This is an optimization exercise on Yosys and OpenROAD, whose aim is small area, not a production implementation.
Function was not checked in any run shown here: the RTL went through the layout flow alone.
Power is estimated from default activity; no workload was simulated.

### design/flow/flow/run.sh
#!/bin/bash
export BUFFER_PORTS_ARGS="-buffer_cell sky130_fd_sc_hd__buf_1"
export CTS_ARGS="-sink_clustering_enable -repair_clock_nets -dont_use_dummy_load -buf_list sky130_fd_sc_hd__clkbuf_8"
export POST_FLOORPLAN_TCL="$PWD/flow/downsize.tcl"
bash standard.sh RECOVER_POWER=100 finish > standard.log 2>&1
### design/flow/flow/downsize.tcl
# Sourced after floorplanning (POST_FLOORPLAN_TCL): set every logic cell to
# the smallest drive strength of its function. Placement-stage repair and
# timing repair size up again where timing or slew needs it.
set db [ord::get_db]
set n 0
foreach inst [[ord::get_db_block] getInsts] {
  set m [[$inst getMaster] getName]
  if {![regexp {^(sky130_fd_sc_hd__[a-z0-9]+)_([0-9]+)$} $m -> base drive]} { continue }
  if {[regexp {dfxtp|dfrtp|conb|tap|fill|decap|clkbuf|clkinv|clkdly|dly} $base]} { continue }
  foreach d {0 1 2} {
    if {$d >= $drive} { break }
    set cand "${base}_$d"
    if {[$db findMaster $cand] != "NULL" && [llength [get_lib_cells -quiet $cand]] > 0 && [lsearch $::env(DONT_USE_CELLS) $cand] < 0} {
      replace_cell [$inst getName] $cand
      incr n
      break
    }
  }
}
puts "downsize: $n cells set to their smallest drive strength"
### design/flow/standard.sh
#!/bin/bash
# synth_recipe.tcl (not shown) runs the flow's synth.tcl, then flattens the netlist and writes it again
# the make line also repeats each setting of config.mk as NAME=value (left out here)
make -C /OpenROAD-flow-scripts/flow DESIGN_CONFIG=/design/flow/config.mk WORK_HOME=/design/flow/orfs CLKGATE_MAP_FILE= SYNTH_SCRIPT=/design/flow/synth_recipe.tcl "${@:-finish}"
### design/flow/config.mk
export PLATFORM = sky130hd
export DESIGN_NAME = Multiplier32Bit
export DESIGN_NICKNAME = Multiplier32Bit
export VERILOG_FILES = /design/flow/design.v
export SDC_FILE = /design/flow/constraint.sdc
export NUM_CORES = 4
export LEC_CHECK = 0
export CAP_MARGIN = 20
export CORE_MARGIN = 2
export CORE_UTILIZATION = 40
export CTS_BUF_LIST = sky130_fd_sc_hd__clkbuf_8
export SLEW_MARGIN = 20
export SYNTH_HIERARCHICAL = 1
export SYNTH_MINIMUM_KEEP_SIZE = 0
### design/flow/constraint.sdc
create_clock -name core_clock -period 10.0 [get_ports {clk}]
set_input_delay 2.0000 -clock core_clock [delete_from_list [all_inputs] [get_ports {clk}]]
set_output_delay 2.0000 -clock core_clock [all_outputs]
set_load 0.01 [all_outputs]
### design/flow/design.v
module Multiplier32Bit (
	input[31:0] multiplicand,
	input[31:0] multiplier,
	input clk,
	input enable,
	input reset_n,
	output[31:0] aBus,
	output valid
);
	reg[31:0] acc;     
	reg[3:0] q;        
	reg vld;
	wire[31:0] mc = multiplicand;
	wire[31:0] mp = multiplier;
	genvar i;
	wire[3:1] a, o;
	generate
		for (i = 1; i < 4; i = i + 1) begin : gz
			wire a_lo, a_hi, o_lo, o_hi;
			nand4 u0 (.a(mp[8*i]), .b(mp[8*i+1]), .c(mp[8*i+2]), .d(mp[8*i+3]), .y(a_lo));
			nand4 u1 (.a(mp[8*i+4]), .b(mp[8*i+5]), .c(mp[8*i+6]), .d(mp[8*i+7]), .y(a_hi));
			nor2 u2 (.a(a_lo), .b(a_hi), .y(a[i]));
			nor4 u3 (.a(mp[8*i]), .b(mp[8*i+1]), .c(mp[8*i+2]), .d(mp[8*i+3]), .y(o_lo));
			nor4 u4 (.a(mp[8*i+4]), .b(mp[8*i+5]), .c(mp[8*i+6]), .d(mp[8*i+7]), .y(o_hi));
			and2 u5 (.a(o_lo), .b(o_hi), .y(o[i]));
		end
	endgenerate
	wire z1 = (a[3] & a[2] & a[1]) | (o[3] & o[2] & o[1]);   
	wire z2 = (a[3] & a[2]) | (o[3] & o[2]);                 
	wire z3 = a[3] | o[3];                                   
	wire idle = ~|q;
	wire busy = ~idle;
	wire[4:0] s;
	assign s[0] = q[0];
	assign s[1] = q[1] | (idle & z1);
	assign s[2] = q[2] | (idle & z2 & ~z1);
	assign s[3] = q[3] | (idle & z3 & ~z2);
	assign s[4] = idle & ~z3;
	wire[6:0] w;
	generate
		for (i = 0; i < 7; i = i + 1) begin : gw
			wire x, y;
			if (i == 0) begin : b0
				aoi22 u0 (.a1(s[1]), .a2(mp[5]), .b1(s[2]), .b2(mp[11]), .y(x));
			end else begin : bn
				aoi222 u0 (.a1(s[0]), .a2(mp[i-1]), .b1(s[1]), .b2(mp[i+5]), .c1(s[2]), .c2(mp[i+11]), .y(x));
			end
			aoi22 u1 (.a1(s[3]), .a2(mp[i+17]), .b1(s[4]), .b2(mp[i+23]), .y(y));
			nand2 u2 (.a(x), .b(y), .y(w[i]));
		end
	endgenerate
	wire d3 = ~z2 & z3;
	wire d4 = ~z3;
	wire cp = idle & d3 & mp[23] & ~mp[24];    
	wire cm = idle & d3 & ~mp[23] & mp[24];    
	wire[7:0] orc;                             
	wire[7:0] mneg;                            
	assign orc[1] = mc[0];
	assign mneg[0] = mc[0];
	generate
		for (i = 1; i < 8; i = i + 1) begin : gn
			if (i > 1) begin : bo
				or2 u0 (.a(orc[i-1]), .b(mc[i-1]), .y(orc[i]));
			end
			xor2 u1 (.a(mc[i]), .b(orc[i]), .y(mneg[i]));
		end
	endgenerate
	wire[1:0] v = {mp[31] ^ (mp[30] & mp[29]), mp[30] ^ mp[29]};
	wire[1:0] init4 = {(mc[1] & v[0]) ^ (mc[0] & v[1]), mc[0] & v[0]};
	wire[1:0] i4_n = ~({2{idle & d4}} & init4);
	wire[25:0] prev;
	generate
		for (i = 0; i < 26; i = i + 1) begin : gp
			if (i < 8) begin : lo
				wire x;
				aoi222 u0 (.a1(busy), .a2(acc[i]), .b1(cp), .b2(mc[i]), .c1(cm), .c2(mneg[i]), .y(x));
				if (i < 2) begin : b4
					nand2 u1 (.a(x), .b(i4_n[i]), .y(prev[i]));
				end else begin : bx
					inv u1 (.a(x), .y(prev[i]));
				end
			end else if (i < 20) begin : mid
				and2 u0 (.a(busy), .b(acc[i]), .y(prev[i]));
			end else begin : hi
				assign prev[i] = acc[i];
			end
		end
	endgenerate
	wire[2:0] one, two, neg;
	generate
		for (i = 0; i < 3; i = i + 1) begin : ge
			wire t;
			xor2 u0 (.a(w[2*i]), .b(w[2*i+1]), .y(one[i]));
			xnor2 u1 (.a(w[2*i+2]), .b(w[2*i+1]), .y(t));
			nor2 u2 (.a(t), .b(one[i]), .y(two[i]));
			assign neg[i] = w[2*i+2];
		end
	endgenerate
	wire one0 = one[0], two0 = two[0], n0 = neg[0];
	wire one1 = one[1], two1 = two[1], n1 = neg[1];
	wire one2 = one[2], two2 = two[2], n2 = neg[2];
	wire[31:0] r0;
	wire[29:0] r1;
	wire[27:0] r2;
	wire x0 = one0 & mc[0];
	wire k0 = n0 & ~x0;
	wire x1 = one1 & mc[0];
	wire k1 = n1 & ~x1;
	wire x2 = one2 & mc[0];
	wire k2 = n2 & ~x2;
	assign r0[0] = x0;
	assign r1[0] = x1;
	assign r2[0] = x2;
	generate
		for (i = 1; i < 32; i = i + 1) begin : g0
			booth_cell u (.one(one0), .two(two0), .neg(n0), .a(mc[i]), .b(mc[i-1]), .p(r0[i]));
		end
		for (i = 1; i < 30; i = i + 1) begin : g1
			booth_cell u (.one(one1), .two(two1), .neg(n1), .a(mc[i]), .b(mc[i-1]), .p(r1[i]));
		end
		for (i = 1; i < 28; i = i + 1) begin : g2
			booth_cell u (.one(one2), .two(two2), .neg(n2), .a(mc[i]), .b(mc[i-1]), .p(r2[i]));
		end
	endgenerate
	wire[31:0] next;
	wire pend_c;       
	wire t_1;
	wire t_2;
	wire t_3;
	wire t_4;
	wire t_5;
	wire t_6;
	wire t_7;
	wire t_8;
	wire t_9;
	wire t_10;
	wire t_11;
	wire t_12;
	wire t_13;
	wire t_14;
	wire t_15;
	wire t_16;
	wire t_17;
	wire t_18;
	wire t_19;
	wire t_20;
	wire t_21;
	wire t_22;
	wire t_23;
	wire t_24;
	wire t_25;
	wire t_26;
	wire t_27;
	wire t_28;
	wire t_29;
	wire t_30;
	wire t_31;
	wire t_32;
	wire t_33;
	wire t_34;
	wire t_35;
	wire t_36;
	wire t_37;
	wire t_38;
	wire t_39;
	wire t_40;
	wire t_41;
	wire t_42;
	wire t_43;
	wire t_44;
	wire t_45;
	wire t_46;
	wire t_47;
	wire t_48;
	wire t_49;
	wire t_50;
	wire t_51;
	wire t_52;
	wire t_53;
	wire t_54;
	wire t_55;
	wire t_56;
	wire t_57;
	wire t_58;
	wire t_59;
	wire t_60;
	wire t_61;
	wire t_62;
	wire t_63;
	wire t_64;
	wire t_65;
	wire t_66;
	wire t_67;
	wire t_68;
	wire t_69;
	wire t_70;
	wire t_71;
	wire t_72;
	wire t_73;
	wire t_74;
	wire t_75;
	wire t_76;
	wire t_77;
	wire t_78;
	wire t_79;
	wire t_80;
	wire t_81;
	wire t_82;
	wire t_83;
	wire t_84;
	wire t_85;
	wire t_86;
	wire t_87;
	wire t_88;
	wire t_89;
	wire t_90;
	wire t_91;
	wire t_92;
	wire t_93;
	wire t_94;
	wire t_95;
	wire t_96;
	wire t_97;
	wire t_98;
	wire t_99;
	wire t_100;
	wire t_101;
	wire t_102;
	wire t_103;
	wire t_104;
	wire t_105;
	wire t_106;
	wire t_107;
	wire t_108;
	wire t_109;
	wire t_110;
	wire t_111;
	wire t_112;
	wire t_113;
	wire t_114;
	wire t_115;
	wire t_116;
	wire t_117;
	wire t_118;
	wire t_119;
	wire t_120;
	wire t_121;
	wire t_122;
	wire t_123;
	wire t_124;
	wire t_125;
	wire t_126;
	wire t_127;
	wire t_128;
	wire t_129;
	wire t_130;
	wire t_131;
	wire t_132;
	wire t_133;
	wire t_134;
	wire t_135;
	wire t_136;
	wire t_137;
	wire t_138;
	wire t_139;
	wire t_140;
	wire t_141;
	wire t_142;
	wire t_143;
	wire t_144;
	wire t_145;
	wire t_146;
	wire t_147;
	wire t_148;
	wire t_149;
	wire t_150;
	wire t_151;
	wire t_152;
	wire t_153;
	wire t_154;
	wire t_155;
	wire t_156;
	wire t_157;
	wire t_158;
	wire t_159;
	wire t_160;
	wire t_161;
	wire t_162;
	wire t_163;
	wire t_164;
	wire t_165;
	wire t_166;
	wire t_167;
	wire t_168;
	wire t_169;
	wire t_170;
	wire t_171;
	wire t_172;
	wire t_173;
	wire t_174;
	wire t_175;
	wire t_176;
	wire t_177;
	wire t_178;
	wire t_179;
	wire t_180;
	wire t_181;
	wire t_182;
	wire t_183;
	wire t_184;
	wire t_185;
	wire t_186;
	wire t_187;
	wire t_188;
	wire t_189;
	wire t_190;
	wire t_191;
	wire t_192;
	wire t_193;
	wire t_194;
	wire t_195;
	wire t_196;
	wire t_197;
	wire t_198;
	wire t_199;
	wire t_200;
	wire t_201;
	wire t_202;
	wire t_203;
	half_adder ut_1 (.a(r0[5]), .b(r1[3]), .s(t_1), .co(t_2));
	full_adder ut_3 (.a(r0[6]), .b(r1[4]), .c(r2[2]), .s(t_3), .co(t_4));
	full_adder ut_5 (.a(r0[7]), .b(r1[5]), .c(r2[3]), .s(t_5), .co(t_6));
	full_adder ut_7 (.a(r0[8]), .b(r1[6]), .c(r2[4]), .s(t_7), .co(t_8));
	full_adder ut_9 (.a(r0[9]), .b(r1[7]), .c(r2[5]), .s(t_9), .co(t_10));
	full_adder ut_11 (.a(r0[10]), .b(r1[8]), .c(r2[6]), .s(t_11), .co(t_12));
	full_adder ut_13 (.a(r0[11]), .b(r1[9]), .c(r2[7]), .s(t_13), .co(t_14));
	full_adder ut_15 (.a(r0[12]), .b(r1[10]), .c(r2[8]), .s(t_15), .co(t_16));
	full_adder ut_17 (.a(r0[13]), .b(r1[11]), .c(r2[9]), .s(t_17), .co(t_18));
	full_adder ut_19 (.a(r0[14]), .b(r1[12]), .c(r2[10]), .s(t_19), .co(t_20));
	full_adder ut_21 (.a(r0[15]), .b(r1[13]), .c(r2[11]), .s(t_21), .co(t_22));
	full_adder ut_23 (.a(r0[16]), .b(r1[14]), .c(r2[12]), .s(t_23), .co(t_24));
	full_adder ut_25 (.a(r0[17]), .b(r1[15]), .c(r2[13]), .s(t_25), .co(t_26));
	full_adder ut_27 (.a(r0[18]), .b(r1[16]), .c(r2[14]), .s(t_27), .co(t_28));
	full_adder ut_29 (.a(r0[19]), .b(r1[17]), .c(r2[15]), .s(t_29), .co(t_30));
	full_adder ut_31 (.a(r0[20]), .b(r1[18]), .c(r2[16]), .s(t_31), .co(t_32));
	full_adder ut_33 (.a(r0[21]), .b(r1[19]), .c(r2[17]), .s(t_33), .co(t_34));
	full_adder ut_35 (.a(r0[22]), .b(r1[20]), .c(r2[18]), .s(t_35), .co(t_36));
	full_adder ut_37 (.a(r0[23]), .b(r1[21]), .c(r2[19]), .s(t_37), .co(t_38));
	full_adder ut_39 (.a(r0[24]), .b(r1[22]), .c(r2[20]), .s(t_39), .co(t_40));
	full_adder ut_41 (.a(r0[25]), .b(r1[23]), .c(r2[21]), .s(t_41), .co(t_42));
	full_adder ut_43 (.a(r0[26]), .b(r1[24]), .c(r2[22]), .s(t_43), .co(t_44));
	full_adder ut_45 (.a(r0[27]), .b(r1[25]), .c(r2[23]), .s(t_45), .co(t_46));
	full_adder ut_47 (.a(r0[28]), .b(r1[26]), .c(r2[24]), .s(t_47), .co(t_48));
	full_adder ut_49 (.a(r0[29]), .b(r1[27]), .c(r2[25]), .s(t_49), .co(t_50));
	full_adder ut_51 (.a(r0[30]), .b(r1[28]), .c(r2[26]), .s(t_51), .co(t_52));
	assign t_53 = r0[31] ^ r1[29] ^ r2[27];
	half_adder ut_54 (.a(r0[3]), .b(r1[1]), .s(t_54), .co(t_55));
	full_adder ut_56 (.a(r0[4]), .b(r1[2]), .c(r2[0]), .s(t_56), .co(t_57));
	full_adder ut_58 (.a(t_1), .b(r2[1]), .c(k2), .s(t_58), .co(t_59));
	full_adder ut_60 (.a(t_3), .b(prev[0]), .c(t_2), .s(t_60), .co(t_61));
	full_adder ut_62 (.a(t_5), .b(prev[1]), .c(t_4), .s(t_62), .co(t_63));
	full_adder ut_64 (.a(t_7), .b(prev[2]), .c(t_6), .s(t_64), .co(t_65));
	full_adder ut_66 (.a(t_9), .b(prev[3]), .c(t_8), .s(t_66), .co(t_67));
	full_adder ut_68 (.a(t_11), .b(prev[4]), .c(t_10), .s(t_68), .co(t_69));
	full_adder ut_70 (.a(t_13), .b(prev[5]), .c(t_12), .s(t_70), .co(t_71));
	full_adder ut_72 (.a(t_15), .b(prev[6]), .c(t_14), .s(t_72), .co(t_73));
	full_adder ut_74 (.a(t_17), .b(prev[7]), .c(t_16), .s(t_74), .co(t_75));
	full_adder ut_76 (.a(t_19), .b(prev[8]), .c(t_18), .s(t_76), .co(t_77));
	full_adder ut_78 (.a(t_21), .b(prev[9]), .c(t_20), .s(t_78), .co(t_79));
	full_adder ut_80 (.a(t_23), .b(prev[10]), .c(t_22), .s(t_80), .co(t_81));
	full_adder ut_82 (.a(t_25), .b(prev[11]), .c(t_24), .s(t_82), .co(t_83));
	full_adder ut_84 (.a(t_27), .b(prev[12]), .c(t_26), .s(t_84), .co(t_85));
	full_adder ut_86 (.a(t_29), .b(prev[13]), .c(t_28), .s(t_86), .co(t_87));
	full_adder ut_88 (.a(t_31), .b(prev[14]), .c(t_30), .s(t_88), .co(t_89));
	full_adder ut_90 (.a(t_33), .b(prev[15]), .c(t_32), .s(t_90), .co(t_91));
	full_adder ut_92 (.a(t_35), .b(prev[16]), .c(t_34), .s(t_92), .co(t_93));
	full_adder ut_94 (.a(t_37), .b(prev[17]), .c(t_36), .s(t_94), .co(t_95));
	full_adder ut_96 (.a(t_39), .b(prev[18]), .c(t_38), .s(t_96), .co(t_97));
	full_adder ut_98 (.a(t_41), .b(prev[19]), .c(t_40), .s(t_98), .co(t_99));
	full_adder ut_100 (.a(t_43), .b(prev[20]), .c(t_42), .s(t_100), .co(t_101));
	full_adder ut_102 (.a(t_45), .b(prev[21]), .c(t_44), .s(t_102), .co(t_103));
	full_adder ut_104 (.a(t_47), .b(prev[22]), .c(t_46), .s(t_104), .co(t_105));
	full_adder ut_106 (.a(t_49), .b(prev[23]), .c(t_48), .s(t_106), .co(t_107));
	full_adder ut_108 (.a(t_51), .b(prev[24]), .c(t_50), .s(t_108), .co(t_109));
	assign t_110 = t_53 ^ prev[25] ^ t_52;
	half_adder ut_111 (.a(r0[1]), .b(k0), .s(t_111), .co(t_112));
	full_adder ut_113 (.a(r0[2]), .b(r1[0]), .c(t_112), .s(t_113), .co(t_114));
	full_adder ut_115 (.a(t_54), .b(k1), .c(t_114), .s(t_115), .co(t_116));
	full_adder ut_117 (.a(t_56), .b(t_55), .c(t_116), .s(t_117), .co(t_118));
	full_adder ut_119 (.a(t_58), .b(t_57), .c(t_118), .s(t_119), .co(t_120));
	full_adder ut_121 (.a(t_60), .b(t_59), .c(t_120), .s(t_121), .co(t_122));
	full_adder ut_123 (.a(t_62), .b(t_61), .c(t_122), .s(t_123), .co(t_124));
	full_adder ut_125 (.a(t_64), .b(t_63), .c(t_124), .s(t_125), .co(t_126));
	full_adder ut_127 (.a(t_66), .b(t_65), .c(t_126), .s(t_127), .co(t_128));
	half_adder ut_129 (.a(t_68), .b(t_67), .s(t_129), .co(t_130));
	full_adder ut_131 (.a(t_70), .b(t_69), .c(t_130), .s(t_131), .co(t_132));
	full_adder ut_133 (.a(t_72), .b(t_71), .c(t_132), .s(t_133), .co(t_134));
	full_adder ut_135 (.a(t_74), .b(t_73), .c(t_134), .s(t_135), .co(t_136));
	full_adder ut_137 (.a(t_76), .b(t_75), .c(t_136), .s(t_137), .co(t_138));
	full_adder ut_139 (.a(t_78), .b(t_77), .c(t_138), .s(t_139), .co(t_140));
	full_adder ut_141 (.a(t_80), .b(t_79), .c(t_140), .s(t_141), .co(t_142));
	full_adder ut_143 (.a(t_82), .b(t_81), .c(t_142), .s(t_143), .co(t_144));
	xor2 ut_145 (.a(t_129), .b(t_128), .y(t_145));
	inc_cell ut_146 (.s(t_131), .t(t_129), .c(t_128), .y(t_146));
	and2 ut_147 (.a(t_129), .b(t_131), .y(t_147));
	inc_cell ut_148 (.s(t_133), .t(t_147), .c(t_128), .y(t_148));
	and2 ut_149 (.a(t_147), .b(t_133), .y(t_149));
	inc_cell ut_150 (.s(t_135), .t(t_149), .c(t_128), .y(t_150));
	and2 ut_151 (.a(t_149), .b(t_135), .y(t_151));
	inc_cell ut_152 (.s(t_137), .t(t_151), .c(t_128), .y(t_152));
	and2 ut_153 (.a(t_151), .b(t_137), .y(t_153));
	inc_cell ut_154 (.s(t_139), .t(t_153), .c(t_128), .y(t_154));
	and2 ut_155 (.a(t_153), .b(t_139), .y(t_155));
	inc_cell ut_156 (.s(t_141), .t(t_155), .c(t_128), .y(t_156));
	and2 ut_157 (.a(t_155), .b(t_141), .y(t_157));
	inc_cell ut_158 (.s(t_143), .t(t_157), .c(t_128), .y(t_158));
	and2 ut_159 (.a(t_157), .b(t_143), .y(t_159));
	ao21 ut_160 (.a1(t_159), .a2(t_128), .b(t_144), .y(t_160));
	half_adder ut_161 (.a(t_84), .b(t_83), .s(t_161), .co(t_162));
	full_adder ut_163 (.a(t_86), .b(t_85), .c(t_162), .s(t_163), .co(t_164));
	full_adder ut_165 (.a(t_88), .b(t_87), .c(t_164), .s(t_165), .co(t_166));
	full_adder ut_167 (.a(t_90), .b(t_89), .c(t_166), .s(t_167), .co(t_168));
	full_adder ut_169 (.a(t_92), .b(t_91), .c(t_168), .s(t_169), .co(t_170));
	full_adder ut_171 (.a(t_94), .b(t_93), .c(t_170), .s(t_171), .co(t_172));
	xor2 ut_173 (.a(t_161), .b(t_160), .y(t_173));
	inc_cell ut_174 (.s(t_163), .t(t_161), .c(t_160), .y(t_174));
	and2 ut_175 (.a(t_161), .b(t_163), .y(t_175));
	inc_cell ut_176 (.s(t_165), .t(t_175), .c(t_160), .y(t_176));
	and2 ut_177 (.a(t_175), .b(t_165), .y(t_177));
	inc_cell ut_178 (.s(t_167), .t(t_177), .c(t_160), .y(t_178));
	and2 ut_179 (.a(t_177), .b(t_167), .y(t_179));
	inc_cell ut_180 (.s(t_169), .t(t_179), .c(t_160), .y(t_180));
	and2 ut_181 (.a(t_179), .b(t_169), .y(t_181));
	inc_cell ut_182 (.s(t_171), .t(t_181), .c(t_160), .y(t_182));
	and2 ut_183 (.a(t_181), .b(t_171), .y(t_183));
	ao21 ut_184 (.a1(t_183), .a2(t_160), .b(t_172), .y(t_184));
	half_adder ut_185 (.a(t_96), .b(t_95), .s(t_185), .co(t_186));
	full_adder ut_187 (.a(t_98), .b(t_97), .c(t_186), .s(t_187), .co(t_188));
	xor2 ut_189 (.a(t_185), .b(t_184), .y(t_189));
	inc_cell ut_190 (.s(t_187), .t(t_185), .c(t_184), .y(t_190));
	and2 ut_191 (.a(t_185), .b(t_187), .y(t_191));
	ao21 ut_192 (.a1(t_191), .a2(t_184), .b(t_188), .y(t_192));
	half_adder ut_193 (.a(t_100), .b(t_99), .s(t_193), .co(t_194));
	full_adder ut_195 (.a(t_102), .b(t_101), .c(t_194), .s(t_195), .co(t_196));
	full_adder ut_197 (.a(t_104), .b(t_103), .c(t_196), .s(t_197), .co(t_198));
	full_adder ut_199 (.a(t_106), .b(t_105), .c(t_198), .s(t_199), .co(t_200));
	full_adder ut_201 (.a(t_108), .b(t_107), .c(t_200), .s(t_201), .co(t_202));
	assign t_203 = t_110 ^ t_109 ^ t_202;
	assign next[0] = r0[0];
	assign next[1] = t_111;
	assign next[2] = t_113;
	assign next[3] = t_115;
	assign next[4] = t_117;
	assign next[5] = t_119;
	assign next[6] = t_121;
	assign next[7] = t_123;
	assign next[8] = t_125;
	assign next[9] = t_127;
	assign next[10] = t_145;
	assign next[11] = t_146;
	assign next[12] = t_148;
	assign next[13] = t_150;
	assign next[14] = t_152;
	assign next[15] = t_154;
	assign next[16] = t_156;
	assign next[17] = t_158;
	assign next[18] = t_173;
	assign next[19] = t_174;
	assign next[20] = t_176;
	assign next[21] = t_178;
	assign next[22] = t_180;
	assign next[23] = t_182;
	assign next[24] = t_189;
	assign next[25] = t_190;
	assign next[26] = t_193;
	assign next[27] = t_195;
	assign next[28] = t_197;
	assign next[29] = t_199;
	assign next[30] = t_201;
	assign next[31] = t_203;
	assign pend_c = t_192;
	reg pend;
	always @(posedge clk) begin
		acc <= next;
		pend <= pend_c;
	end
	wire[31:26] top;
	wire[31:27] tc;
	half_adder uh26 (.a(acc[26]), .b(pend), .s(top[26]), .co(tc[27]));
	generate
		for (i = 27; i < 31; i = i + 1) begin : gh
			half_adder u (.a(acc[i]), .b(tc[i]), .s(top[i]), .co(tc[i+1]));
		end
	endgenerate
	xor2 uh31 (.a(acc[31]), .b(tc[31]), .y(top[31]));
	always @(posedge clk, negedge reset_n) begin
		if (reset_n == 0) begin
			q <= 4'd0;
			vld <= 0;
		end else if (enable) begin
			q <= {~z3, z3 & ~z2, z2 & ~z1, z1};
			vld <= 0;
		end else begin
			q <= {1'b0, q[3:1]};
			vld <= q[0];
		end
	end
	assign aBus = {top, acc[25:0]};
	assign valid = vld;
endmodule
module booth_cell (
	input one,
	input two,
	input neg,
	input a,
	input b,
	output p
);
	wire m_n;
	aoi22 u0 (.a1(one), .a2(a), .b1(two), .b2(b), .y(m_n));
	xnor2 u1 (.a(m_n), .b(neg), .y(p));
endmodule
module aoi22 (
	input a1,
	input a2,
	input b1,
	input b2,
	output y
);
	assign y = ~((a1 & a2) | (b1 & b2));
endmodule
module xnor2 (
	input a,
	input b,
	output y
);
	assign y = ~(a ^ b);
endmodule
module xor2 (
	input a,
	input b,
	output y
);
	assign y = a ^ b;
endmodule
module and2 (
	input a,
	input b,
	output y
);
	assign y = a & b;
endmodule
module ao21 (
	input a1,
	input a2,
	input b,
	output y
);
	assign y = (a1 & a2) | b;
endmodule
module inc_cell (
	input s,
	input t,
	input c,
	output y
);
	assign y = s ^ (t & c);
endmodule
module full_adder (
	input a,
	input b,
	input c,
	output s,
	output co
);
	assign s = a ^ b ^ c;
	assign co = (a & b) | (a & c) | (b & c);
endmodule
module half_adder (
	input a,
	input b,
	output s,
	output co
);
	assign s = a ^ b;
	assign co = a & b;
endmodule
module nand4 (
	input a,
	input b,
	input c,
	input d,
	output y
);
	assign y = ~(a & b & c & d);
endmodule
module nor4 (
	input a,
	input b,
	input c,
	input d,
	output y
);
	assign y = ~(a | b | c | d);
endmodule
module nand2 (
	input a,
	input b,
	output y
);
	assign y = ~(a & b);
endmodule
module nor2 (
	input a,
	input b,
	output y
);
	assign y = ~(a | b);
endmodule
module or2 (
	input a,
	input b,
	output y
);
	assign y = a | b;
endmodule
module inv (
	input a,
	output y
);
	assign y = ~a;
endmodule
module aoi222 (
	input a1,
	input a2,
	input b1,
	input b2,
	input c1,
	input c2,
	output y
);
	assign y = ~((a1 & a2) | (b1 & b2) | (c1 & c2));
endmodule
==> summary.txt, run 1 <==
nets 756; clock net sink count 38; Worst Path Arrival 9.71 ns; top cell type's share of synthesized area 26.6%; status finished clean; Hold WC Path Type reg -> reg; first-pass GRT wire length 23300 µm; Syn Nets 660; Setup Fix Bufs, Post-CTS 0; pwr dens 496 nW/µm²; Root Buffer clkbuf_8; Worst Path Max Fanout 7; met3 wire len 865 µm; share of cells above drive strength 1 4.69%; CTS tree yes; Async SR Flop Fraction 13.2%; via count 4298; H-tree Lvls 2; die width 124 µm; Max Slew Vio Count 0; RSZ-0062 raised after global routing no; Power Total 0.00292 W; f_max 105 MHz; worst hold slack 0.540 ns; crit-path max cell delay 0.52 ns; Netlist cell types 34; met1 WL 6450 µm; slew margin rel. 40.8%; die footprint 15500 µm²; # diodes 0; CP Launch Type input port; Core Region 14400 µm²; largest net degree at the start of global routing 29; worst path bufs/invs 1; WP data required 10.20 ns; clock latency (worst-skew pair) 0.30 ns; minimum clock period 9.51 ns; DR top layer met4; slowest CP cell fa_1; post-CTS sizing 0; top_reg_cell synth dfxtp_1; Final WS setup 0.490 ns; cell mode on critical path fa_1; Finished Core Util 41.0%; Synth Instances 503; setup TNS 0 ns; Place WS 0.247 ns; number of synthesized flops with an enable pin 0; Setup crit end kind flop; Synth Cell Area 5800 µm²; delay-heaviest family, CP adder cells; Yosys Warn Count 7; Routed Wire Length 14200 µm; drt initial violations 487; sequential area share after synthesis 13.5%; Syn-to-layout area delta 1.60%; First-pass DRT Iterations 6; max_cap viols 0; Worst Skew 0.0101 ns; Final setup violation count 0; crit share post-route 95.1%; Final GP Congestion 0.876; CTS clk-pin slew, worst paths 0.08 ns; Detailed Place HPWL 11300 µm; mean post-synth cell area 11.5 µm²; routed vias/inst 5.50; post-synthesis register bit count 38; Synth area leader fa_1; Leak 2.07 nW; clk buf depth 2; initial antenna violation count 0; gr usage total 18.7%; Die Height 124 µm; cts hold-fix bufs 0; Hold Vio Cnt, Final 0; Remaining DRCs 0; row count 44; io pins 100; vias in the first global route 4285; met2 WL 6780 µm; Initial Utilization 40.4%; routed len/inst 18.2 µm; Routed Antenna Nets 0; maximum vdd ir drop 0.340 mV; critical path class in -> reg; worst-margin pin slew 0.888 ns; CTS Buf Count 5; Buffers on Ports 99; total gr overflow 0; main area contributors after synthesis fa_1, a22oi_2, xnor2_1, dfxtp_1, and2_1
==> report_power, final <==
| group | total (W) | internal, W | switching [W] |
|---|---|---|---|
| clock | 0.000103 | 0.0000451 | 0.0000576 |
| combinational | 0.00248 | 0.00120 | 0.00128 |
| sequential | 0.000339 | 0.000290 | 0.0000484 |
==> worst register-to-register path, stage by stage, from the launching register on <==
cell and delay (ns):
dfrtp_1 0.50, or4_1 0.75, and2b_1 0.27, a21o_1 0.24, a222oi_1 0.51, nand2_2 0.19
xor2_2 0.23, nor2_2 0.32, a22oi_1 0.15, xnor2_1 0.23, fa_1 0.47, fa_1 0.49
ha_1 0.22, fa_1 0.38, fa_1 0.40, fa_1 0.41, fa_1 0.39, fa_1 0.40
fa_1 0.40, fa_1 0.52, and2_0 0.13, a21o_1 0.27, a21o_1 0.21, nand2_1 0.07
xnor2_1 0.12
==> registers in the layout, indices dropped and copies added, names as in the netlist <==
register and flops:
acc 32, pend 1, q 4, vld 1
==> cells in the mapped netlist (2+ instances only) <==
master      n
nand2_1    23
and2_1     32
or2_1       6
and3_1      2
nor2_1      9
fa_1       77
inv_1       6
dfxtp_1    33
nor3b_2     2
nand4_1     6
dfrtp_1     5
a222oi_1   14
a22oi_2    95
nor2b_1     5
nor4_2      6
ha_1       13
xor2_1     17
xnor2_1   107
buf_4      26
a21o_1      4
a21oi_1     2
==> per-stage QoR <==
stage               cell area, µm²  cells
floorplan                     5920    503
global placement              5830    776
detailed placement            5830    776
CTS                           5900    781
global route                  5890    781
finish                        5890    781
==> cell families after synthesis <==
| kind of cell | synth area share (%) |
|---|---|
| XOR/XNOR | 18.7 |
| AO/OA/AOI/OAI | 24.2 |
| AND/OR/NAND/NOR | 10.1 |
| adder cells (fa/ha/maj) | 29.4 |
| flip-flops | 13.5 |
| buffers and inverters | 3.84 |
| multiplexers | 0.194 |
==> per-module statistics from Yosys (local to each module, per instance), a selection <==
module | flops+latches | area [µm²]
or2 | 0 | 6.26
half_adder | 0 | 12.5
ao21 | 0 | 7.51
and2 | 0 | 6.26
inv | 0 | 3.75
nand4 | 0 | 6.26
full_adder | 0 | 20.0
==> metal layers <==
metal,up-vias,global-route usage [%]
met3,11,3.44
met1,2150,26.9
met4,0,3.64
met2,159,29.5
li1,1978,-
met5,-,0
==> path summary, 6_finish.rpt <==
| path | startpoint | end | slack (ns) | cells past startpoint |
|---|---|---|---|---|
| setup / recovery | multiplier[24] | acc[25]$_DFF_P_ | 0.49 | 27 |
| hold / removal | q[3]$_DFF_PN0_ | q[2]$_DFF_PN0_ | 0.54 | 1 |
| setup reg to reg | q[0]$_DFF_PN0_ | acc[25]$_DFF_P_ | 1.63 | 24 |
| hold reg to reg | q[3]$_DFF_PN0_ | q[2]$_DFF_PN0_ | 0.54 | 1 |
| max in group asynchronous | reset_n | q[1]$_DFF_PN0_ | 8.25 | 1 |
| min in group asynchronous | reset_n | vld$_DFF_PN0_ | 1.54 | 1 |
==> layout by cell type, fill, tap and decap left out, types with 4 or more instances in the layout <==
| master | netlist | routed |
|---|---|---|
| nor4_1 | 0 | 6 |
| clkbuf_8 | 0 | 5 |
| nand2_1 | 23 | 21 |
| buf_1 | 0 | 97 |
| nor2_1 | 9 | 7 |
| a21o_1 | 4 | 4 |
| a22oi_1 | 0 | 95 |
| or2_0 | 0 | 6 |
| dfxtp_1 | 33 | 33 |
| a222oi_1 | 14 | 14 |
| ha_1 | 13 | 13 |
| xnor2_1 | 107 | 107 |
| xor2_1 | 17 | 15 |
| and2_0 | 0 | 32 |
| nor2b_1 | 5 | 5 |
| inv_1 | 6 | 6 |
| fa_1 | 77 | 77 |
| nand4_1 | 6 | 6 |
| buf_4 | 26 | 17 |
| dfrtp_1 | 5 | 5 |
==> final cells by class <==
type                       count  area (µm²)
clock buffer                   5        68.8
fill                        1431        8480
inverter                       6        22.5
multi-input combinational    432        4290
sequential                    38         786
tap                          184         230
timing repair buffer         116         499
==> run 2: changes to the inputs <==
--- a/design/flow/design.v
+++ b/design/flow/design.v
@@ -325,8 +325,6 @@
 	wire t_199;
 	wire t_200;
 	wire t_201;
-	wire t_202;
-	wire t_203;
 	half_adder ut_1 (.a(r0[5]), .b(r1[3]), .s(t_1), .co(t_2));
 	full_adder ut_3 (.a(r0[6]), .b(r1[4]), .c(r2[2]), .s(t_3), .co(t_4));
 	full_adder ut_5 (.a(r0[7]), .b(r1[5]), .c(r2[3]), .s(t_5), .co(t_6));
@@ -392,60 +390,58 @@
 	full_adder ut_123 (.a(t_62), .b(t_61), .c(t_122), .s(t_123), .co(t_124));
 	full_adder ut_125 (.a(t_64), .b(t_63), .c(t_124), .s(t_125), .co(t_126));
 	full_adder ut_127 (.a(t_66), .b(t_65), .c(t_126), .s(t_127), .co(t_128));
-	half_adder ut_129 (.a(t_68), .b(t_67), .s(t_129), .co(t_130));
-	full_adder ut_131 (.a(t_70), .b(t_69), .c(t_130), .s(t_131), .co(t_132));
+	full_adder ut_129 (.a(t_68), .b(t_67), .c(t_128), .s(t_129), .co(t_130));
+	half_adder ut_131 (.a(t_70), .b(t_69), .s(t_131), .co(t_132));
 	full_adder ut_133 (.a(t_72), .b(t_71), .c(t_132), .s(t_133), .co(t_134));
 	full_adder ut_135 (.a(t_74), .b(t_73), .c(t_134), .s(t_135), .co(t_136));
 	full_adder ut_137 (.a(t_76), .b(t_75), .c(t_136), .s(t_137), .co(t_138));
 	full_adder ut_139 (.a(t_78), .b(t_77), .c(t_138), .s(t_139), .co(t_140));
 	full_adder ut_141 (.a(t_80), .b(t_79), .c(t_140), .s(t_141), .co(t_142));
 	full_adder ut_143 (.a(t_82), .b(t_81), .c(t_142), .s(t_143), .co(t_144));
-	xor2 ut_145 (.a(t_129), .b(t_128), .y(t_145));
-	inc_cell ut_146 (.s(t_131), .t(t_129), .c(t_128), .y(t_146));
-	and2 ut_147 (.a(t_129), .b(t_131), .y(t_147));
-	inc_cell ut_148 (.s(t_133), .t(t_147), .c(t_128), .y(t_148));
-	and2 ut_149 (.a(t_147), .b(t_133), .y(t_149));
-	inc_cell ut_150 (.s(t_135), .t(t_149), .c(t_128), .y(t_150));
+	full_adder ut_145 (.a(t_84), .b(t_83), .c(t_144), .s(t_145), .co(t_146));
+	xor2 ut_147 (.a(t_131), .b(t_130), .y(t_147));
+	inc_cell ut_148 (.s(t_133), .t(t_131), .c(t_130), .y(t_148));
+	and2 ut_149 (.a(t_131), .b(t_133), .y(t_149));
+	inc_cell ut_150 (.s(t_135), .t(t_149), .c(t_130), .y(t_150));
 	and2 ut_151 (.a(t_149), .b(t_135), .y(t_151));
-	inc_cell ut_152 (.s(t_137), .t(t_151), .c(t_128), .y(t_152));
+	inc_cell ut_152 (.s(t_137), .t(t_151), .c(t_130), .y(t_152));
 	and2 ut_153 (.a(t_151), .b(t_137), .y(t_153));
-	inc_cell ut_154 (.s(t_139), .t(t_153), .c(t_128), .y(t_154));
+	inc_cell ut_154 (.s(t_139), .t(t_153), .c(t_130), .y(t_154));
 	and2 ut_155 (.a(t_153), .b(t_139), .y(t_155));
-	inc_cell ut_156 (.s(t_141), .t(t_155), .c(t_128), .y(t_156));
+	inc_cell ut_156 (.s(t_141), .t(t_155), .c(t_130), .y(t_156));
 	and2 ut_157 (.a(t_155), .b(t_141), .y(t_157));
-	inc_cell ut_158 (.s(t_143), .t(t_157), .c(t_128), .y(t_158));
+	inc_cell ut_158 (.s(t_143), .t(t_157), .c(t_130), .y(t_158));
 	and2 ut_159 (.a(t_157), .b(t_143), .y(t_159));
-	ao21 ut_160 (.a1(t_159), .a2(t_128), .b(t_144), .y(t_160));
-	half_adder ut_161 (.a(t_84), .b(t_83), .s(t_161), .co(t_162));
-	full_adder ut_163 (.a(t_86), .b(t_85), .c(t_162), .s(t_163), .co(t_164));
+	inc_cell ut_160 (.s(t_145), .t(t_159), .c(t_130), .y(t_160));
+	and2 ut_161 (.a(t_159), .b(t_145), .y(t_161));
+	ao21 ut_162 (.a1(t_161), .a2(t_130), .b(t_146), .y(t_162));
+	half_adder ut_163 (.a(t_86), .b(t_85), .s(t_163), .co(t_164));
 	full_adder ut_165 (.a(t_88), .b(t_87), .c(t_164), .s(t_165), .co(t_166));
 	full_adder ut_167 (.a(t_90), .b(t_89), .c(t_166), .s(t_167), .co(t_168));
 	full_adder ut_169 (.a(t_92), .b(t_91), .c(t_168), .s(t_169), .co(t_170));
 	full_adder ut_171 (.a(t_94), .b(t_93), .c(t_170), .s(t_171), .co(t_172));
-	xor2 ut_173 (.a(t_161), .b(t_160), .y(t_173));
-	inc_cell ut_174 (.s(t_163), .t(t_161), .c(t_160), .y(t_174));
-	and2 ut_175 (.a(t_161), .b(t_163), .y(t_175));
-	inc_cell ut_176 (.s(t_165), .t(t_175), .c(t_160), .y(t_176));
-	and2 ut_177 (.a(t_175), .b(t_165), .y(t_177));
-	inc_cell ut_178 (.s(t_167), .t(t_177), .c(t_160), .y(t_178));
-	and2 ut_179 (.a(t_177), .b(t_167), .y(t_179));
-	inc_cell ut_180 (.s(t_169), .t(t_179), .c(t_160), .y(t_180));
-	and2 ut_181 (.a(t_179), .b(t_169), .y(t_181));
-	inc_cell ut_182 (.s(t_171), .t(t_181), .c(t_160), .y(t_182));
-	and2 ut_183 (.a(t_181), .b(t_171), .y(t_183));
-	ao21 ut_184 (.a1(t_183), .a2(t_160), .b(t_172), .y(t_184));
-	half_adder ut_185 (.a(t_96), .b(t_95), .s(t_185), .co(t_186));
-	full_adder ut_187 (.a(t_98), .b(t_97), .c(t_186), .s(t_187), .co(t_188));
-	xor2 ut_189 (.a(t_185), .b(t_184), .y(t_189));
-	inc_cell ut_190 (.s(t_187), .t(t_185), .c(t_184), .y(t_190));
-	and2 ut_191 (.a(t_185), .b(t_187), .y(t_191));
-	ao21 ut_192 (.a1(t_191), .a2(t_184), .b(t_188), .y(t_192));
-	half_adder ut_193 (.a(t_100), .b(t_99), .s(t_193), .co(t_194));
-	full_adder ut_195 (.a(t_102), .b(t_101), .c(t_194), .s(t_195), .co(t_196));
-	full_adder ut_197 (.a(t_104), .b(t_103), .c(t_196), .s(t_197), .co(t_198));
-	full_adder ut_199 (.a(t_106), .b(t_105), .c(t_198), .s(t_199), .co(t_200));
-	full_adder ut_201 (.a(t_108), .b(t_107), .c(t_200), .s(t_201), .co(t_202));
-	assign t_203 = t_110 ^ t_109 ^ t_202;
+	xor2 ut_173 (.a(t_163), .b(t_162), .y(t_173));
+	inc_cell ut_174 (.s(t_165), .t(t_163), .c(t_162), .y(t_174));
+	and2 ut_175 (.a(t_163), .b(t_165), .y(t_175));
+	inc_cell ut_176 (.s(t_167), .t(t_175), .c(t_162), .y(t_176));
+	and2 ut_177 (.a(t_175), .b(t_167), .y(t_177));
+	inc_cell ut_178 (.s(t_169), .t(t_177), .c(t_162), .y(t_178));
+	and2 ut_179 (.a(t_177), .b(t_169), .y(t_179));
+	inc_cell ut_180 (.s(t_171), .t(t_179), .c(t_162), .y(t_180));
+	and2 ut_181 (.a(t_179), .b(t_171), .y(t_181));
+	ao21 ut_182 (.a1(t_181), .a2(t_162), .b(t_172), .y(t_182));
+	half_adder ut_183 (.a(t_96), .b(t_95), .s(t_183), .co(t_184));
+	full_adder ut_185 (.a(t_98), .b(t_97), .c(t_184), .s(t_185), .co(t_186));
+	xor2 ut_187 (.a(t_183), .b(t_182), .y(t_187));
+	inc_cell ut_188 (.s(t_185), .t(t_183), .c(t_182), .y(t_188));
+	and2 ut_189 (.a(t_183), .b(t_185), .y(t_189));
+	ao21 ut_190 (.a1(t_189), .a2(t_182), .b(t_186), .y(t_190));
+	half_adder ut_191 (.a(t_100), .b(t_99), .s(t_191), .co(t_192));
+	full_adder ut_193 (.a(t_102), .b(t_101), .c(t_192), .s(t_193), .co(t_194));
+	full_adder ut_195 (.a(t_104), .b(t_103), .c(t_194), .s(t_195), .co(t_196));
+	full_adder ut_197 (.a(t_106), .b(t_105), .c(t_196), .s(t_197), .co(t_198));
+	full_adder ut_199 (.a(t_108), .b(t_107), .c(t_198), .s(t_199), .co(t_200));
+	assign t_201 = t_110 ^ t_109 ^ t_200;
 	assign next[0] = r0[0];
 	assign next[1] = t_111;
 	assign next[2] = t_113;
@@ -456,29 +452,29 @@
 	assign next[7] = t_123;
 	assign next[8] = t_125;
 	assign next[9] = t_127;
-	assign next[10] = t_145;
-	assign next[11] = t_146;
+	assign next[10] = t_129;
+	assign next[11] = t_147;
 	assign next[12] = t_148;
 	assign next[13] = t_150;
 	assign next[14] = t_152;
 	assign next[15] = t_154;
 	assign next[16] = t_156;
 	assign next[17] = t_158;
-	assign next[18] = t_173;
-	assign next[19] = t_174;
-	assign next[20] = t_176;
-	assign next[21] = t_178;
-	assign next[22] = t_180;
-	assign next[23] = t_182;
-	assign next[24] = t_189;
-	assign next[25] = t_190;
-	assign next[26] = t_193;
-	assign next[27] = t_195;
-	assign next[28] = t_197;
-	assign next[29] = t_199;
-	assign next[30] = t_201;
-	assign next[31] = t_203;
-	assign pend_c = t_192;
+	assign next[18] = t_160;
+	assign next[19] = t_173;
+	assign next[20] = t_174;
+	assign next[21] = t_176;
+	assign next[22] = t_178;
+	assign next[23] = t_180;
+	assign next[24] = t_187;
+	assign next[25] = t_188;
+	assign next[26] = t_191;
+	assign next[27] = t_193;
+	assign next[28] = t_195;
+	assign next[29] = t_197;
+	assign next[30] = t_199;
+	assign next[31] = t_201;
+	assign pend_c = t_190;
 	reg pend;
 	always @(posedge clk) begin
 		acc <= next;
==> summary.txt, run 2 <==
Synth Area in Compound Gates 24.3%; crit share post-route 94.1%; mean post-synth cell area 11.6 µm²; post-CTS sizing 0; routed len/inst 18.3 µm; Final setup violation count 0; row count 43; status finished clean; post-synthesis register bit count 38; gr usage total 18.3%; Detailed Place HPWL 11200 µm; clock net sink count 38; CP Launch Type input port; Worst Path Max Fanout 32; top_reg_cell synth dfxtp_1; main area contributors after synthesis fa_1, a22oi_2, xnor2_1, dfxtp_1, buf_4; met1 WL 6200 µm; minimum clock period 9.41 ns; Syn Nets 657; met3 wire len 744 µm; crit-path max cell delay 0.53 ns; Post-synth top cells xnor2_1, a22oi_2, fa_1, dfxtp_1, and2_1; max_cap viols 0; CTS Buf Count 5; pwr dens 490 nW/µm²; via count 4350; vias in the first global route 4385; Synth Cell Area 5780 µm²; io pins 100; CTS tree yes; met2 WL 7000 µm; # diodes 0; cts hold-fix bufs 0; Netlist cell types 34; drt initial violations 458; Setup Fix Bufs, Post-CTS 0; Async SR Flop Fraction 13.2%; clock latency (worst-skew pair) 0.31 ns; Remaining DRCs 0; Root Buffer clkbuf_8; Register Area 786 µm²; footprint of the multi-input gates 4270 µm²; Power Total 0.00288 W; Synth Instances 500; Fill cells 1386; clk buf depth 2; Synth Area in XOR/XNOR 18.6%; setup TNS 0 ns; total gr overflow 0; WP data required 10.20 ns; Max Slew Vio Count 0; Synth area leader fa_1; first-pass GRT wire length 23100 µm; Worst Path Arrival 9.62 ns; count leader, synth xnor2_1; register name with the most flops acc; Setup crit end kind flop; Final GP Congestion 0.905; Syn-to-layout area delta 1.69%; cell mode on critical path fa_1; Buffers on Ports 99; post-synthesis mux area share 0.195%; die width 124 µm; placed instance count 770; worst-margin pin slew 0.846 ns; Hold WC Path Type reg -> reg; most frequent cells in the layout xnor2_1, buf_1, a22oi_1; Yosys Warn Count 7; slowest CP cell fa_1; Die Height 124 µm; f_max 106 MHz; routed vias/inst 5.61; sequential area share after synthesis 13.6%; First-pass DRT Iterations 5; number of synthesized flops with an enable pin 0; commonest non-fill, non-tap cell in the layout xnor2_1; critical path class in -> reg; CTS clk-pin slew, worst paths 0.09 ns; nets 754; initial antenna violation count 0; Initial Utilization 41.3%; share of cells above drive strength 1 5.04%; top flop regs acc (32), q (4); combinational family with the most area after synthesis adder cells; Simple-Gate Fraction of Synth Area 9.95%; placed inst area 5820 µm²; Core Region 14000 µm²; delay-heaviest family, CP adder cells; Worst Skew 0.0185 ns; top cell type's share of synthesized area 26.7%; RSZ-0062 raised after global routing no; Finished Cell Area 5880 µm²; Non-Filler Instances 775; DR top layer met4; Hold Vio Cnt, Final 0; largest net degree at the start of global routing 33; die footprint 15400 µm²; H-tree Lvls 2; Routed Wire Length 14200 µm; number of flip-flops in the largest register 32; maximum vdd ir drop 0.236 mV; Leak 2.07 nW; worst path bufs/invs 2; Synth Area in Adders 29.5%; slew margin rel. 43.6%; Routed Antenna Nets 0
-- run 2: cell types whose count changed after synthesis --
cell     previous run  this run
xnor2_1           107       106
and2_1             32        31
nand2_1            23        22
-- run 2: worst reg2reg max path, cell delays in order, from the launching register on --
cell and delay (ns):
dfrtp_1 0.40, or4_1 0.94, or3_1 0.50, or2b_1 0.29
a22oi_1 0.12, nand2_1 0.13, xor2_1 0.22, buf_4 0.37
a22oi_1 0.17, xnor2_1 0.19, fa_1 0.53, fa_1 0.49
ha_1 0.22, fa_1 0.38, fa_1 0.39, fa_1 0.39
fa_1 0.42, fa_1 0.40, fa_1 0.40, fa_1 0.53
and2_0 0.13, a21o_1 0.24, a21o_1 0.20, nand2_1 0.08
xnor2_1 0.12
-- run 2: cells by family (layout without fill, tap and decap cells) --
kind of cell | count (synthesis) | after routing
xor+xnor | 123 | 123
compound gates | 120 | 120
simple gates | 95 | 95
fa+ha+maj | 90 | 90
flops | 38 | 38
buf+inv | 33 | 128
mux | 1 | 1
-- run 2: modules after synthesis, one instance, submodules excluded, excerpt --
module / cell area, µm² / flip-flops and latches / cells inside / copies in the design
aoi22: 12.5 / 0 / 1 / 95
full_adder: 20.0 / 0 / 1 / 77
inc_cell: 12.5 / 0 / 2 / 12
inv: 3.75 / 0 / 1 / 6
nand2: 3.75 / 0 / 1 / 9
nand4: 6.26 / 0 / 1 / 6
nor2: 3.75 / 0 / 1 / 6
or2: 6.26 / 0 / 1 / 6
xnor2: 8.76 / 0 / 1 / 90
xor2: 8.76 / 0 / 1 / 14
-- run 2: area by class of cell --
cell class | count | share of cell area (%)
multi-input combinational | 429 | 72.6
sequential | 38 | 13.4
timing repair buffer | 117 | 8.62
tap | 180 | 3.83
clock buffer | 5 | 1.17
inverter | 6 | 0.383
-- run 2: power by group --
part	switching [W]	internal [W]	leakage, nW	total (W)
clock	0.0000606	0.0000452	0.0359	0.000106
sequential	0.0000484	0.000290	0.342	0.000338
combinational	0.00126	0.00118	1.69	0.00244
total	0.00137	0.00151	2.07	0.00288
-- run 2: layer usage --
metal  vias up  GRT usage, %
met5         -             0
met4         0          4.56
met3        19          2.45
met2       175          29.9
li1       1972             -
met1      2184          25.7
-- run 2: path summary, 6_finish.rpt --
path | depth (start not counted) | slack, ns | to | startpoint
max | 27 | 0.59 | acc[25]$_DFF_P_ | multiplier[24]
min | 1 | 0.53 | q[2]$_DFF_PN0_ | q[3]$_DFF_PN0_
max reg2reg | 24 | 1.64 | acc[25]$_DFF_P_ | q[3]$_DFF_PN0_
min reg2reg | 1 | 0.53 | q[2]$_DFF_PN0_ | q[3]$_DFF_PN0_
max in group asynchronous | 1 | 8.22 | q[3]$_DFF_PN0_ | reset_n
min in group asynchronous | 1 | 1.55 | vld$_DFF_PN0_ | reset_n
-- run 2: per-stage QoR --
step | util [%] | hold slack, ns | setup WS, ns
after floorplan | - | 0.489 | 0.0274
after global placement | 41.6 | 0.517 | 0.380
after detailed placement | 41.6 | 0.516 | 0.238
after CTS | 42.1 | 0.530 | 0.574
after global routing | 42.0 | 0.556 | 0.0640
final | 42.0 | 0.535 | 0.589
==> run 3: changes to the inputs <==
--- a/design/flow/design.v
+++ b/design/flow/design.v
@@ -323,8 +323,6 @@
 	wire t_197;
 	wire t_198;
 	wire t_199;
-	wire t_200;
-	wire t_201;
 	half_adder ut_1 (.a(r0[5]), .b(r1[3]), .s(t_1), .co(t_2));
 	full_adder ut_3 (.a(r0[6]), .b(r1[4]), .c(r2[2]), .s(t_3), .co(t_4));
 	full_adder ut_5 (.a(r0[7]), .b(r1[5]), .c(r2[3]), .s(t_5), .co(t_6));
@@ -391,57 +389,55 @@
 	full_adder ut_125 (.a(t_64), .b(t_63), .c(t_124), .s(t_125), .co(t_126));
 	full_adder ut_127 (.a(t_66), .b(t_65), .c(t_126), .s(t_127), .co(t_128));
 	full_adder ut_129 (.a(t_68), .b(t_67), .c(t_128), .s(t_129), .co(t_130));
-	half_adder ut_131 (.a(t_70), .b(t_69), .s(t_131), .co(t_132));
-	full_adder ut_133 (.a(t_72), .b(t_71), .c(t_132), .s(t_133), .co(t_134));
+	full_adder ut_131 (.a(t_70), .b(t_69), .c(t_130), .s(t_131), .co(t_132));
+	half_adder ut_133 (.a(t_72), .b(t_71), .s(t_133), .co(t_134));
 	full_adder ut_135 (.a(t_74), .b(t_73), .c(t_134), .s(t_135), .co(t_136));
 	full_adder ut_137 (.a(t_76), .b(t_75), .c(t_136), .s(t_137), .co(t_138));
 	full_adder ut_139 (.a(t_78), .b(t_77), .c(t_138), .s(t_139), .co(t_140));
 	full_adder ut_141 (.a(t_80), .b(t_79), .c(t_140), .s(t_141), .co(t_142));
 	full_adder ut_143 (.a(t_82), .b(t_81), .c(t_142), .s(t_143), .co(t_144));
 	full_adder ut_145 (.a(t_84), .b(t_83), .c(t_144), .s(t_145), .co(t_146));
-	xor2 ut_147 (.a(t_131), .b(t_130), .y(t_147));
-	inc_cell ut_148 (.s(t_133), .t(t_131), .c(t_130), .y(t_148));
-	and2 ut_149 (.a(t_131), .b(t_133), .y(t_149));
-	inc_cell ut_150 (.s(t_135), .t(t_149), .c(t_130), .y(t_150));
-	and2 ut_151 (.a(t_149), .b(t_135), .y(t_151));
-	inc_cell ut_152 (.s(t_137), .t(t_151), .c(t_130), .y(t_152));
+	full_adder ut_147 (.a(t_86), .b(t_85), .c(t_146), .s(t_147), .co(t_148));
+	xor2 ut_149 (.a(t_133), .b(t_132), .y(t_149));
+	inc_cell ut_150 (.s(t_135), .t(t_133), .c(t_132), .y(t_150));
+	and2 ut_151 (.a(t_133), .b(t_135), .y(t_151));
+	inc_cell ut_152 (.s(t_137), .t(t_151), .c(t_132), .y(t_152));
 	and2 ut_153 (.a(t_151), .b(t_137), .y(t_153));
-	inc_cell ut_154 (.s(t_139), .t(t_153), .c(t_130), .y(t_154));
+	inc_cell ut_154 (.s(t_139), .t(t_153), .c(t_132), .y(t_154));
 	and2 ut_155 (.a(t_153), .b(t_139), .y(t_155));
-	inc_cell ut_156 (.s(t_141), .t(t_155), .c(t_130), .y(t_156));
+	inc_cell ut_156 (.s(t_141), .t(t_155), .c(t_132), .y(t_156));
 	and2 ut_157 (.a(t_155), .b(t_141), .y(t_157));
-	inc_cell ut_158 (.s(t_143), .t(t_157), .c(t_130), .y(t_158));
+	inc_cell ut_158 (.s(t_143), .t(t_157), .c(t_132), .y(t_158));
 	and2 ut_159 (.a(t_157), .b(t_143), .y(t_159));
-	inc_cell ut_160 (.s(t_145), .t(t_159), .c(t_130), .y(t_160));
+	inc_cell ut_160 (.s(t_145), .t(t_159), .c(t_132), .y(t_160));
 	and2 ut_161 (.a(t_159), .b(t_145), .y(t_161));
-	ao21 ut_162 (.a1(t_161), .a2(t_130), .b(t_146), .y(t_162));
-	half_adder ut_163 (.a(t_86), .b(t_85), .s(t_163), .co(t_164));
-	full_adder ut_165 (.a(t_88), .b(t_87), .c(t_164), .s(t_165), .co(t_166));
+	inc_cell ut_162 (.s(t_147), .t(t_161), .c(t_132), .y(t_162));
+	and2 ut_163 (.a(t_161), .b(t_147), .y(t_163));
+	ao21 ut_164 (.a1(t_163), .a2(t_132), .b(t_148), .y(t_164));
+	half_adder ut_165 (.a(t_88), .b(t_87), .s(t_165), .co(t_166));
 	full_adder ut_167 (.a(t_90), .b(t_89), .c(t_166), .s(t_167), .co(t_168));
 	full_adder ut_169 (.a(t_92), .b(t_91), .c(t_168), .s(t_169), .co(t_170));
 	full_adder ut_171 (.a(t_94), .b(t_93), .c(t_170), .s(t_171), .co(t_172));
-	xor2 ut_173 (.a(t_163), .b(t_162), .y(t_173));
-	inc_cell ut_174 (.s(t_165), .t(t_163), .c(t_162), .y(t_174));
-	and2 ut_175 (.a(t_163), .b(t_165), .y(t_175));
-	inc_cell ut_176 (.s(t_167), .t(t_175), .c(t_162), .y(t_176));
-	and2 ut_177 (.a(t_175), .b(t_167), .y(t_177));
-	inc_cell ut_178 (.s(t_169), .t(t_177), .c(t_162), .y(t_178));
-	and2 ut_179 (.a(t_177), .b(t_169), .y(t_179));
-	inc_cell ut_180 (.s(t_171), .t(t_179), .c(t_162), .y(t_180));
-	and2 ut_181 (.a(t_179), .b(t_171), .y(t_181));
-	ao21 ut_182 (.a1(t_181), .a2(t_162), .b(t_172), .y(t_182));
-	half_adder ut_183 (.a(t_96), .b(t_95), .s(t_183), .co(t_184));
-	full_adder ut_185 (.a(t_98), .b(t_97), .c(t_184), .s(t_185), .co(t_186));
-	xor2 ut_187 (.a(t_183), .b(t_182), .y(t_187));
-	inc_cell ut_188 (.s(t_185), .t(t_183), .c(t_182), .y(t_188));
-	and2 ut_189 (.a(t_183), .b(t_185), .y(t_189));
-	ao21 ut_190 (.a1(t_189), .a2(t_182), .b(t_186), .y(t_190));
-	half_adder ut_191 (.a(t_100), .b(t_99), .s(t_191), .co(t_192));
-	full_adder ut_193 (.a(t_102), .b(t_101), .c(t_192), .s(t_193), .co(t_194));
-	full_adder ut_195 (.a(t_104), .b(t_103), .c(t_194), .s(t_195), .co(t_196));
-	full_adder ut_197 (.a(t_106), .b(t_105), .c(t_196), .s(t_197), .co(t_198));
-	full_adder ut_199 (.a(t_108), .b(t_107), .c(t_198), .s(t_199), .co(t_200));
-	assign t_201 = t_110 ^ t_109 ^ t_200;
+	xor2 ut_173 (.a(t_165), .b(t_164), .y(t_173));
+	inc_cell ut_174 (.s(t_167), .t(t_165), .c(t_164), .y(t_174));
+	and2 ut_175 (.a(t_165), .b(t_167), .y(t_175));
+	inc_cell ut_176 (.s(t_169), .t(t_175), .c(t_164), .y(t_176));
+	and2 ut_177 (.a(t_175), .b(t_169), .y(t_177));
+	inc_cell ut_178 (.s(t_171), .t(t_177), .c(t_164), .y(t_178));
+	and2 ut_179 (.a(t_177), .b(t_171), .y(t_179));
+	ao21 ut_180 (.a1(t_179), .a2(t_164), .b(t_172), .y(t_180));
+	half_adder ut_181 (.a(t_96), .b(t_95), .s(t_181), .co(t_182));
+	full_adder ut_183 (.a(t_98), .b(t_97), .c(t_182), .s(t_183), .co(t_184));
+	xor2 ut_185 (.a(t_181), .b(t_180), .y(t_185));
+	inc_cell ut_186 (.s(t_183), .t(t_181), .c(t_180), .y(t_186));
+	and2 ut_187 (.a(t_181), .b(t_183), .y(t_187));
+	ao21 ut_188 (.a1(t_187), .a2(t_180), .b(t_184), .y(t_188));
+	half_adder ut_189 (.a(t_100), .b(t_99), .s(t_189), .co(t_190));
+	full_adder ut_191 (.a(t_102), .b(t_101), .c(t_190), .s(t_191), .co(t_192));
+	full_adder ut_193 (.a(t_104), .b(t_103), .c(t_192), .s(t_193), .co(t_194));
+	full_adder ut_195 (.a(t_106), .b(t_105), .c(t_194), .s(t_195), .co(t_196));
+	full_adder ut_197 (.a(t_108), .b(t_107), .c(t_196), .s(t_197), .co(t_198));
+	assign t_199 = t_110 ^ t_109 ^ t_198;
 	assign next[0] = r0[0];
 	assign next[1] = t_111;
 	assign next[2] = t_113;
@@ -453,28 +449,28 @@
 	assign next[8] = t_125;
 	assign next[9] = t_127;
 	assign next[10] = t_129;
-	assign next[11] = t_147;
-	assign next[12] = t_148;
+	assign next[11] = t_131;
+	assign next[12] = t_149;
 	assign next[13] = t_150;
 	assign next[14] = t_152;
 	assign next[15] = t_154;
 	assign next[16] = t_156;
 	assign next[17] = t_158;
 	assign next[18] = t_160;
-	assign next[19] = t_173;
-	assign next[20] = t_174;
-	assign next[21] = t_176;
-	assign next[22] = t_178;
-	assign next[23] = t_180;
-	assign next[24] = t_187;
-	assign next[25] = t_188;
-	assign next[26] = t_191;
-	assign next[27] = t_193;
-	assign next[28] = t_195;
-	assign next[29] = t_197;
-	assign next[30] = t_199;
-	assign next[31] = t_201;
-	assign pend_c = t_190;
+	assign next[19] = t_162;
+	assign next[20] = t_173;
+	assign next[21] = t_174;
+	assign next[22] = t_176;
+	assign next[23] = t_178;
+	assign next[24] = t_185;
+	assign next[25] = t_186;
+	assign next[26] = t_189;
+	assign next[27] = t_191;
+	assign next[28] = t_193;
+	assign next[29] = t_195;
+	assign next[30] = t_197;
+	assign next[31] = t_199;
+	assign pend_c = t_188;
 	reg pend;
 	always @(posedge clk) begin
 		acc <= next;
==> summary.txt, run 3 <==
CTS Buf Count 5; Synth Instances 497; Initial Utilization 41.2%; Hold Path Cell Cnt 2; sequential area share after synthesis 13.6%; drt initial violations 406; pwr dens 487 nW/µm²; mean post-synth cell area 11.6 µm²; Worst Skew 0.0126 ns; Worst path depth 27; Syn Nets 654; clk buf depth 2; minimum clock period 9.54 ns; Yosys Warn Count 7; Final setup violation count 0; most frequent cells in the layout xnor2_1, buf_1, a22oi_1; total gr overflow 0; number of synthesized flops with an enable pin 0; initial antenna violation count 0; Leak 2.06 nW; Setup crit end kind flop; delay-heaviest family, CP adder cells; io pins 100; Core Region 14000 µm²; Async SR Flop Fraction 13.2%; vias in the first global route 4316; share of cells above drive strength 1 4.90%; via count 4247; Netlist cell types 34; count leader, synth xnor2_1; Setup Fix Bufs, Post-CTS 0; Hold Vio Cnt, Final 0; slew margin rel. 30.3%; row count 43; top cell type's share of synthesized area 26.7%; Routed Wire Length 14400 µm; largest net degree at the start of global routing 33; r2r worst-path depth 23; Post-synth top cells xnor2_1, a22oi_2, fa_1, dfxtp_1, and2_1; Root Buffer clkbuf_8; RSZ-0062 raised after global routing no; first-pass GRT wire length 22900 µm; maximum vdd ir drop 0.308 mV; cell mode on critical path fa_1; gr usage total 19.5%; crit share post-route 95.4%; crit-path max cell delay 0.54 ns; clock latency (worst-skew pair) 0.31 ns; setup TNS 0 ns; WP data required 10.21 ns; CTS clk-pin slew, worst paths 0.08 ns; CTS tree yes; clock net sink count 38; status finished clean; max_cap viols 0; Die Height 124 µm; Buffers on Ports 99; Remaining DRCs 0; nets 751; top_reg_cell synth dfxtp_1; die width 124 µm; register name with the most flops acc; commonest non-fill, non-tap cell in the layout xnor2_1; number of flip-flops in the largest register 32; Routed Antenna Nets 0; Worst Path Arrival 9.75 ns; f_max 105 MHz; Syn-to-layout area delta 1.74%; Final GP Congestion 0.952; CP Launch Type input port; H-tree Lvls 2; Worst Path Max Fanout 30; Detailed Place HPWL 11600 µm; Final WS setup 0.460 ns; post-synthesis register bit count 38; # diodes 0; routed len/inst 18.6 µm; critical path class in -> reg; top flop regs acc (32), q (4); slowest CP cell fa_1; First-pass DRT Iterations 8; Place WS 0.112 ns; Synth Cell Area 5760 µm²; worst-margin pin slew 1.04 ns; Hold WC Path Type reg -> reg; die footprint 15400 µm²; main area contributors after synthesis fa_1, a22oi_2, xnor2_1, dfxtp_1, buf_4; routed vias/inst 5.50; worst path bufs/invs 2; Synth area leader fa_1; Max Slew Vio Count 0
[run 3: changes by cell type after synthesis, sizes merged]
cell / previous run / this run
xnor2: 106 / 105
and2: 31 / 30
nand2: 22 / 21
[run 3: tightest hold or removal path, cell delays in order, from the launching register on]
cell	delay (ns)
dfrtp_1	0.36
nor2_1	0.04
a21oi_1	0.10
[run 3: Yosys stat by module, one instance, submodules excluded, a selection]
module      copies in the design  cells
inv                            6      1
and2                          26      1
nand2                          9      1
or2                            6      1
full_adder                    77      1
aoi22                         95      1
xnor2                         90      1
aoi222                        14      1
xor2                          14      1
[run 3: routing by layer]
metal / track usage (%) / vias to the layer above / share of wire, %
met5: 0 / - / 0
met4: 5.90 / 0 / 1.8
met3: 2.88 / 16 / 5.4
met2: 32.7 / 128 / 50
met1: 26.2 / 2143 / 42
li1: - / 1960 / -
[run 3: layout make-up]
type,instances,area [µm²]
Multi-Input combinational cell,426,4250
Tap cell,180,225
Sequential cell,38,786
Inverter,6,22.5
Clock buffer,5,68.8
Timing Repair Buffer,117,507
Fill cell,1387,8130
[run 3: path summary, 6_finish.rpt]
| kind | start | end | slack (ns) |
|---|---|---|---|
| setup / recovery | multiplier[24] | acc[25]$_DFF_P_ | 0.46 |
| hold / removal | q[1]$_DFF_PN0_ | q[0]$_DFF_PN0_ | 0.54 |
| setup reg to reg | q[3]$_DFF_PN0_ | pend$_DFF_P_ | 1.68 |
| hold reg to reg | q[1]$_DFF_PN0_ | q[0]$_DFF_PN0_ | 0.54 |
| max in group asynchronous | reset_n | q[3]$_DFF_PN0_ | 8.27 |
| min in group asynchronous | reset_n | vld$_DFF_PN0_ | 1.53 |
[run 3: kinds of logic (layout without fill, tap and decap cells)]
kind of cell / after synthesis / in the layout / share of synthesized area [%]
buf+inv: 33 / 128 / 3.86
mux: 1 / 1 / 0.195
simple gates: 93 / 93 / 9.81
fa+ha+maj: 90 / 90 / 29.6
flops: 38 / 38 / 13.6
compound gates: 120 / 120 / 24.4
xor+xnor: 122 / 122 / 18.5
[run 3: what timing repair did]
action	in CTS	in global routing
hold endpoints to repair	0	0
endpoints found under the setup margin	0	2
hold buffers	0	0
resized for setup	0	1
[run 3: stage by stage]
step	utilization (%)	cell area, µm²	hold WS (ns)	cells	total power [W]
6_report	41.9	5860	0.543	772	0.00286
5_1_grt	41.9	5860	0.587	772	0.00321
4_1_cts	41.9	5870	0.553	772	0.00290
3_5_place_dp	41.4	5800	0.530	767	0.00279
3_3_place_gp	41.4	5800	0.531	767	0.00268
2_1_floorplan	-	5880	0.489	497	0.00231
[run 3: power by group]
group | switching, W | leakage (nW) | internal, W
Combinational | 0.00126 | 1.68 | 0.00116
Sequential | 0.0000459 | 0.342 | 0.000290
Clock | 0.0000553 | 0.0359 | 0.0000450
Total | 0.00136 | 2.06 | 0.00149

## afterwards: timing with drivers on the ports
The flow's constraints put no driver on any port. The routed layouts listed below were extracted and timed again, unchanged, in two steps. Step 1 (the two cells are an assumption about what drives the block):
set clk [get_ports {clk}]
set_driving_cell -lib_cell sky130_fd_sc_hd__clkbuf_16 $clk
set_driving_cell -lib_cell sky130_fd_sc_hd__buf_2 [delete_from_list [all_inputs] $clk]
Step 2, shift: input delay + t, output delay - t, t = (earliest + latest rising clock arrival at the registers) / 2. This alone moves slack from input paths to output paths. a / b / c = ideal ports / drivers / drivers and shift; a / b = the first two.
run | t, ns | setup slack, ns | worst hold slack (ns) | latest minus earliest clock arrival (ns)
run 1 | 0.333 | 0.490 / 0.500 / 0.167 | 0.540 / 0.540 / 0.540 | 0.010 / 0.011
run 2 | 0.334 | 0.589 / 0.598 / 0.264 | 0.535 / 0.535 / 0.535 | 0.018 / 0.019
run 3 | 0.344 | 0.460 / 0.474 / 0.130 | 0.543 / 0.543 / 0.543 | 0.012 / 0.013
After both steps every run listed still meets setup and hold. For run 3, which loses most, drivers alone change the setup slack by +0.014 ns; drivers and shift together by -0.330 ns.
